What follows belongs to an exercise in optimizing a design on an open flow for small area, a short achievable clock period and few clock cycles; a production flow would make more cautious choices. Function was checked by simulation only, so behaviour that the tests miss may differ from the original. Power and IR drop assume default switching activity.

==> flow/design.v (excerpt) <==
module SingleCycleCPU(halt, clk, rst,
                      imem_addr, imem_data,
                      dmem_addr, dmem_size, dmem_wdata, dmem_we, dmem_rdata);
Size: ~1,200 flip-flops, roughly 170 I/O pins.
Settings: LEC_CHECK=0, CAP_MARGIN=20, CORE_MARGIN=2, CORE_UTILIZATION=40, SLEW_MARGIN=20; clock period 230.0 ns.
standard.sh (not shown) runs the stock make flow with config.mk's settings and CLKGATE_MAP_FILE= SYNTH_SCRIPT=/design/flow/synth_recipe.tcl, a recipe that flattens the netlist after the stock synthesis.
==> flow/flow/run.sh <==
#!/bin/bash
# Standard layout (standard.sh) with: abc mapping for area (flow/area.abc),
# buf_2 port buffers, clock tree with larger sink clusters and no dummy loads, 55% utilisation, 10% slew and cap margins,
# and from clock tree synthesis on, gate up-sizing aiming at the port-bound period.
set -euo pipefail
here=$(pwd)
export MY_ABC_SCRIPT=$here/flow/area.abc
extra='"BUFFER_PORTS_ARGS=-buffer_cell sky130_fd_sc_hd__buf_2" "CTS_ARGS=-sink_clustering_enable -repair_clock_nets -dont_use_dummy_load -sink_clustering_size 24 -sink_clustering_max_diameter 120" CORE_UTILIZATION=55 SLEW_MARGIN=10 CAP_MARGIN=10'
sed -e "s#SYNTH_SCRIPT=[^ ]*#SYNTH_SCRIPT=$here/flow/synth.tcl#" \
    -e "s#\"\${@:-finish}\"#$extra \"\${@:-finish}\"#" standard.sh > std_a.sh
sed -e "s#\"\${@:-finish}\"#SETUP_SLACK_MARGIN=182.6 SETUP_MOVE_SEQUENCE=sizeup \"\${@:-finish}\"#" std_a.sh > std_b.sh
grep -q "SYNTH_SCRIPT=$here/flow/synth.tcl" std_a.sh
grep -q "SETUP_MOVE_SEQUENCE=sizeup" std_b.sh
bash std_a.sh place > flow_make_a.log 2>&1
bash std_b.sh finish > flow_make_b.log 2>&1
==> flow/flow/area.abc <==
&get -n
&st
&dch
&nf -R 1000
&put
==> flow/flow/synth.tcl <==
# The standard flow's synthesis script (synth_recipe.tcl), with abc run on flow/area.abc
proc synth {args} { yosys synth -nofsm -noshare {*}$args }
proc abc {args} {
  set i [lsearch -exact $args -script]
  if { $i >= 0 } { lset args [expr {$i + 1}] $::env(MY_ABC_SCRIPT) }
  yosys abc {*}$args
}
source $::env(SCRIPTS_DIR)/synth.tcl
# left out here: clear keep_hierarchy, flatten, clean up, hide names made inside functions, write 1_2_yosys.v
The baseline completed and failed the layout checks on max-capacitance violations, max-slew violations.
Testbench counts at the start, summed over its fixed seeds: cycles 131,360.
Then changed:
==> flow/flow/run.sh (replaced) <==
#!/bin/bash
# Standard layout (standard.sh) with: abc mapping for area (flow/area.abc),
# buf_2 port buffers, clock tree with larger sink clusters and no dummy loads.
set -euo pipefail
here=$(pwd)
export MY_ABC_SCRIPT=$here/flow/area.abc
extra='"BUFFER_PORTS_ARGS=-buffer_cell sky130_fd_sc_hd__buf_2" "CTS_ARGS=-sink_clustering_enable -repair_clock_nets -dont_use_dummy_load -sink_clustering_size 30 -sink_clustering_max_diameter 90"'
sed -e "s#SYNTH_SCRIPT=[^ ]*#SYNTH_SCRIPT=$here/flow/synth.tcl#" \
    -e "s#\"\${@:-finish}\"#$extra \"\${@:-finish}\"#" standard.sh > std_a.sh
grep -q "SYNTH_SCRIPT=$here/flow/synth.tcl" std_a.sh
grep -q "dont_use_dummy_load" std_a.sh
bash std_a.sh finish > flow_make.log 2>&1
=> Now the flow finished clean; cell area rose by about 1%; synthesized cell count does not change; global-route usage fell by 13 points; total power rose by 1.1%.
Then changed:
==> flow/flow/run.sh (replaced) <==
#!/bin/bash
# Standard layout (standard.sh) with: abc mapping for area (flow/area.abc),
# buf_2 port buffers, clock tree with larger sink clusters and no dummy loads,
# and from clock tree synthesis on, gate up-sizing aiming at the port-bound period.
set -euo pipefail
here=$(pwd)
export MY_ABC_SCRIPT=$here/flow/area.abc
extra='"BUFFER_PORTS_ARGS=-buffer_cell sky130_fd_sc_hd__buf_2" "CTS_ARGS=-sink_clustering_enable -repair_clock_nets -dont_use_dummy_load -sink_clustering_size 24 -sink_clustering_max_diameter 120"'
sed -e "s#SYNTH_SCRIPT=[^ ]*#SYNTH_SCRIPT=$here/flow/synth.tcl#" \
    -e "s#\"\${@:-finish}\"#$extra \"\${@:-finish}\"#" standard.sh > std_a.sh
sed -e "s#\"\${@:-finish}\"#SETUP_SLACK_MARGIN=182.6 SETUP_MOVE_SEQUENCE=sizeup \"\${@:-finish}\"#" std_a.sh > std_b.sh
grep -q "SYNTH_SCRIPT=$here/flow/synth.tcl" std_a.sh
grep -q "SETUP_MOVE_SEQUENCE=sizeup" std_b.sh
bash std_a.sh place > flow_make_a.log 2>&1
bash std_b.sh finish > flow_make_b.log 2>&1
==> flow/flow/area.abc (replaced) <==
&get -n
&st
&dch
&nf -R 1000
&st
&dch
&nf -R 1000
&put
Outcome: Utilization grows by 0.10 points. Register-to-register slack gets worse by 0.32 ns. Clock-buffer cell count grows by 3. Routed wire length goes up by a little under a tenth. Clock power hardly moves. Die area went down slightly. Via count climbs by a few percent. Worst hold slack gets worse by 0.0085 ns. Sequential share of layout area barely changes.
Then changed:
--- a/flow/flow/run.sh
+++ b/flow/flow/run.sh
@@ -3 +3 @@
-# buf_2 port buffers, clock tree with larger sink clusters and no dummy loads,
+# buf_2 port buffers, clock tree with larger sink clusters and no dummy loads, 70% utilisation,
@@ -8 +8 @@
-extra='"BUFFER_PORTS_ARGS=-buffer_cell sky130_fd_sc_hd__buf_2" "CTS_ARGS=-sink_clustering_enable -repair_clock_nets -dont_use_dummy_load -sink_clustering_size 24 -sink_clustering_max_diameter 120"'
+extra='"BUFFER_PORTS_ARGS=-buffer_cell sky130_fd_sc_hd__buf_2" "CTS_ARGS=-sink_clustering_enable -repair_clock_nets -dont_use_dummy_load -sink_clustering_size 24 -sink_clustering_max_diameter 120" CORE_UTILIZATION=70'
==> flow/flow/area.abc (replaced) <==
&get -n
&st
&dch
&nf -R 1000
&put
The new run did not get past global routing (5_1_grt) with GRT-0232.
Area after synthesis climbs by 0.48%.
Synthesized cell count climbs by 1.4%.
Then changed:
--- a/flow/flow/run.sh
+++ b/flow/flow/run.sh
@@ -3 +3 @@
-# buf_2 port buffers, clock tree with larger sink clusters and no dummy loads, 70% utilisation,
+# buf_2 port buffers, clock tree with larger sink clusters and no dummy loads,
@@ -8 +8 @@
-extra='"BUFFER_PORTS_ARGS=-buffer_cell sky130_fd_sc_hd__buf_2" "CTS_ARGS=-sink_clustering_enable -repair_clock_nets -dont_use_dummy_load -sink_clustering_size 24 -sink_clustering_max_diameter 120" CORE_UTILIZATION=70'
+extra='"BUFFER_PORTS_ARGS=-buffer_cell sky130_fd_sc_hd__buf_2" "CTS_ARGS=-sink_clustering_enable -repair_clock_nets -dont_use_dummy_load -sink_clustering_size 24 -sink_clustering_max_diameter 120"'
@@ -11 +11 @@
-sed -e "s#\"\${@:-finish}\"#SETUP_SLACK_MARGIN=182.6 SETUP_MOVE_SEQUENCE=sizeup \"\${@:-finish}\"#" std_a.sh > std_b.sh
+sed -e "s#\"\${@:-finish}\"#SETUP_SLACK_MARGIN=183.5 SETUP_MOVE_SEQUENCE=sizeup \"\${@:-finish}\"#" std_a.sh > std_b.sh
Now the flow finished with timing, DRC and antenna clean.
Synthesized area is unchanged.
Synthesized cell count stays the same.
Then changed:
--- a/flow/flow/run.sh
+++ b/flow/flow/run.sh
@@ -3 +3 @@
-# buf_2 port buffers, clock tree with larger sink clusters and no dummy loads,
+# buf_2 port buffers, clock tree with larger sink clusters and no dummy loads, 55% utilisation,
@@ -8 +8 @@
-extra='"BUFFER_PORTS_ARGS=-buffer_cell sky130_fd_sc_hd__buf_2" "CTS_ARGS=-sink_clustering_enable -repair_clock_nets -dont_use_dummy_load -sink_clustering_size 24 -sink_clustering_max_diameter 120"'
+extra='"BUFFER_PORTS_ARGS=-buffer_cell sky130_fd_sc_hd__buf_2" "CTS_ARGS=-sink_clustering_enable -repair_clock_nets -dont_use_dummy_load -sink_clustering_size 24 -sink_clustering_max_diameter 120" CORE_UTILIZATION=55'
@@ -11 +11 @@
-sed -e "s#\"\${@:-finish}\"#SETUP_SLACK_MARGIN=183.5 SETUP_MOVE_SEQUENCE=sizeup \"\${@:-finish}\"#" std_a.sh > std_b.sh
+sed -e "s#\"\${@:-finish}\"#SETUP_SLACK_MARGIN=182.6 SETUP_MOVE_SEQUENCE=sizeup \"\${@:-finish}\"#" std_a.sh > std_b.sh
After rerunning:
- The new run finished clean
- utilization rose by 16 points
- power fell by 1.8%
- design area fell by 2.2%
- fmax stays flat
- worst hold slack is about the same
- die area fell by about 27%

[afterwards: timing with drivers on the ports]
No port has a modelled driver above. Below, the same layouts with a new extraction and two added sets of constraints.
Step 1, drivers: a clkbuf_16 drives clk and a buf_2 each remaining input, both assumed.
Step 2 also shifts input and output timing later by t, the mid clock arrival at the registers, as if the neighbouring blocks saw the same clock.
a / b / c = ideal ports / drivers / drivers and shift; a / b = the first two.
| run | t, ns | setup slack, ns | hold WS [ns] | worst register clock-pin slew, ns |
|---|---|---|---|---|
| the first run | 0.806 | 182.566 / 182.479 / 181.878 | 0.564 / 0.564 / 0.564 | 0.11 / 0.11 |
| the second run | 0.804 | 182.281 / 182.195 / 182.002 | 0.569 / 0.569 / 0.569 | 0.12 / 0.12 |
| the third run | 0.809 | 182.553 / 182.471 / 181.919 | 0.560 / 0.560 / 0.560 | 0.11 / 0.11 |
| the fifth run | 0.801 | 182.612 / 182.523 / 182.547 | 0.561 / 0.561 / 0.561 | 0.11 / 0.11 |
| the sixth run | 0.804 | 182.582 / 182.497 / 181.884 | 0.562 / 0.562 / 0.562 | 0.11 / 0.11 |
The setup slack of the sixth run, which loses most, moves by -0.085 ns with the drivers and by -0.698 ns with both steps.
